This design comes from an exercise in tuning for small area on the open sky130 flow, not from production work.
In this exercise RTL edits were held to simulation tests only and were not proved equivalent to the original.
Power figures rest on the tool's default switching activity, not on a simulated workload.

// stg_game
module stg_game(
	clk,
	rst,
	tick_1ms,
	btnstate,
	switch,
	planex,
	planey,
	mybx,
	myby,
	bossx,
	bossy,
	enmx1,
	enmy1,
	enmx2,
	enmy2,
	enmx3,
	enmy3,
	enmx4,
	enmy4,
	bigbulletx1,
	bigbullety1,
	bigbulletx2,
	bigbullety2,
	bulletx1,
	bullety1,
	bulletx2,
	bullety2,
	bulletx3,
	bullety3,
	bulletx4,
	bullety4,
	bulletx5,
	bullety5,
	bulletx6,
	bullety6,
	bulletx7,
	bullety7,
	bulletx8,
	bullety8,
	bulletx9,
	bullety9,
	bulletx10,
	bullety10,
	bulletx11,
	bullety11,
	bulletx12,
	bullety12,
	life,
	boss,
	enma1,
	enma2,
	enma3,
	enma4,
	gameclear
	);
input clk;
input rst;
input tick_1ms;
input [3:0]btnstate;
input switch;
output [9:0]planex;
output [9:0]planey;
output [9:0]mybx;
output [9:0]myby;
output [9:0]bossx;
output [9:0]bossy;
output [9:0]enmx1;
output [9:0]enmy1;
output [9:0]enmx2;
output [9:0]enmy2;
output [9:0]enmx3;
output [9:0]enmy3;
output [9:0]enmx4;
output [9:0]enmy4;
output [9:0]bigbulletx1;
output [9:0]bigbullety1;
output [9:0]bigbulletx2;
output [9:0]bigbullety2;
output [9:0]bulletx1;
output [9:0]bullety1;
output [9:0]bulletx2;
output [9:0]bullety2;
output [9:0]bulletx3;
output [9:0]bullety3;
output [9:0]bulletx4;
output [9:0]bullety4;
output [9:0]bulletx5;
output [9:0]bullety5;
output [9:0]bulletx6;
output [9:0]bullety6;
output [9:0]bulletx7;
output [9:0]bullety7;
output [9:0]bulletx8;
output [9:0]bullety8;
output [9:0]bulletx9;
output [9:0]bullety9;
output [9:0]bulletx10;
output [9:0]bullety10;
output [9:0]bulletx11;
output [9:0]bullety11;
output [9:0]bulletx12;
output [9:0]bullety12;
output reg [2:0]life;
output boss;
output enma1,enma2,enma3,enma4;
output gameclear;
function [9:0] inc10;
	input [9:0] a; input c;
	integer i; reg k;
	begin
		k=c;
  ...
For scale: about 2500 cells after synthesis, roughly 440 I/O pins, roughly 24000 µm² of cells after synthesis.
clock: 10.0 ns
lec_check: 0
cap_margin: 5
core_margin: 2
core_utilization: 65
place_density: 0.8
slew_margin: 5
standard.sh (not shown) runs the stock make flow with config.mk's settings and CLKGATE_MAP_FILE= SYNTH_SCRIPT=/design/flow/synth_recipe.tcl, a recipe that flattens the netlist after the stock synthesis.
==> flow/flow/run.sh <==
#!/bin/bash
# The standard layout (standard.sh) with these changes:
#  - synthesis is synth_recipe.tcl unchanged except that the final abc call
#    maps with an area-oriented script (flow/area.abc);
#  - synthesis inserts no pass-through buffers (SYNTH_INSBUF=0); every port
#    still gets its buffer from buffer_ports, as sky130_fd_sc_hd__buf_1;
#  - the clock tree uses clkbuf_8, larger sink clusters and no dummy loads.
# ORFS keeps each step's log under orfs/logs; make's output goes to
# area_standard.log.
set -euo pipefail
W=$(pwd)
{
  echo "proc abc {args} { set i [lsearch \$args -script]; if {\$i >= 0} { lset args [expr {\$i+1}] $W/flow/area.abc }; yosys abc {*}\$args }"
  cat synth_recipe.tcl
} > area_synth.tcl
sed -e "s#SYNTH_SCRIPT=[^ ]*#SYNTH_SCRIPT=$W/area_synth.tcl#" standard.sh > area_standard.sh
export BUFFER_PORTS_ARGS="-buffer_cell sky130_fd_sc_hd__buf_1"
export SYNTH_INSBUF=0
export CTS_ARGS="-sink_clustering_enable -repair_clock_nets -dont_use_dummy_load -sink_clustering_size 16 -sink_clustering_max_diameter 80 -buf_list sky130_fd_sc_hd__clkbuf_8"
bash area_standard.sh > area_standard.log 2>&1
==> flow/flow/area.abc <==
strash
&get -n
&deepsyn -T 30
&put
dch -f
amap -F 3 -A 10
topo
Rerun with:
--- a/flow/flow/run.sh
+++ b/flow/flow/run.sh
@@ -17,4 +17,5 @@
 export BUFFER_PORTS_ARGS="-buffer_cell sky130_fd_sc_hd__buf_1"
 export SYNTH_INSBUF=0
+export GPL_KEEP_OVERFLOW=0
 export CTS_ARGS="-sink_clustering_enable -repair_clock_nets -dont_use_dummy_load -sink_clustering_size 16 -sink_clustering_max_diameter 80 -buf_list sky130_fd_sc_hd__clkbuf_8"
 bash area_standard.sh > area_standard.log 2>&1
- CORE_UTILIZATION: 65 -> 55
- PLACE_DENSITY: 0.8 -> 0.7
What happened: The new run went through all stages and came out clean; final area rises by 0.52%; first-iteration DRC count falls by 20%; global-route usage falls by 8.0 points; worst setup slack got worse by 0.56 ns; register-to-register slack got worse by 0.56 ns; clock skew rises by 0.0084 ns; core utilization falls by 11 points; wire length falls by 0.76%; combinational power rises by about 3%.
Rerun with:
--- a/flow/flow/run.sh
+++ b/flow/flow/run.sh
@@ -17,5 +17,4 @@
 export BUFFER_PORTS_ARGS="-buffer_cell sky130_fd_sc_hd__buf_1"
 export SYNTH_INSBUF=0
-export GPL_KEEP_OVERFLOW=0
 export CTS_ARGS="-sink_clustering_enable -repair_clock_nets -dont_use_dummy_load -sink_clustering_size 16 -sink_clustering_max_diameter 80 -buf_list sky130_fd_sc_hd__clkbuf_8"
 bash area_standard.sh > area_standard.log 2>&1
- CAP_MARGIN: 5 -> 20
- SLEW_MARGIN: 5 -> 20
Effect:
- setup slack improves by 0.95 ns
- via count climbs by 0.46%
- die area is unchanged
- cell count climbs by 0.48%
- power climbs by 1.4%
- clock-buffer cell count climbs by 4
- cell area stays flat
Rerun with:
- CAP_MARGIN: 20 -> 5
- SLEW_MARGIN: 20 -> 5
The new run completed with no timing, DRC or antenna violations; setup slack gets worse by 0.025 ns; first-iteration DRC count is about the same; count of clock-buffer cells in the layout stays the same.

[port drivers added, routing unchanged]
How much do the figures lean on ideal ports? The routed layouts below were timed once more, with nothing changed but the port constraints.
Step 1 (the two cells are an assumption about what drives the block):
set clk [get_ports {clk}]
set_driving_cell -lib_cell sky130_fd_sc_hd__clkbuf_16 $clk
set_driving_cell -lib_cell sky130_fd_sc_hd__buf_2 [delete_from_list [all_inputs] $clk]
Step 2, shift: input delay + t, output delay - t, t = (earliest + latest rising clock arrival at the registers) / 2. This alone moves slack from input paths to output paths.
Three values: ideal, step 1, step 2; two values: the first two.
run	t (ns)	setup WS [ns]	hold WS [ns]	clock arrival spread, ns
the first run	0.732	1.797 / 1.797 / 1.797	0.472 / 0.472 / 0.472	0.036 / 0.035
the second run	0.738	1.237 / 1.237 / 1.237	0.470 / 0.470 / 0.470	0.045 / 0.045
the third run	0.678	2.185 / 2.185 / 2.185	0.469 / 0.469 / 0.469	0.051 / 0.051
the fourth run	0.676	2.160 / 2.160 / 2.160	0.466 / 0.466 / 0.466	0.050 / 0.049
After both steps every run listed still meets setup and hold.
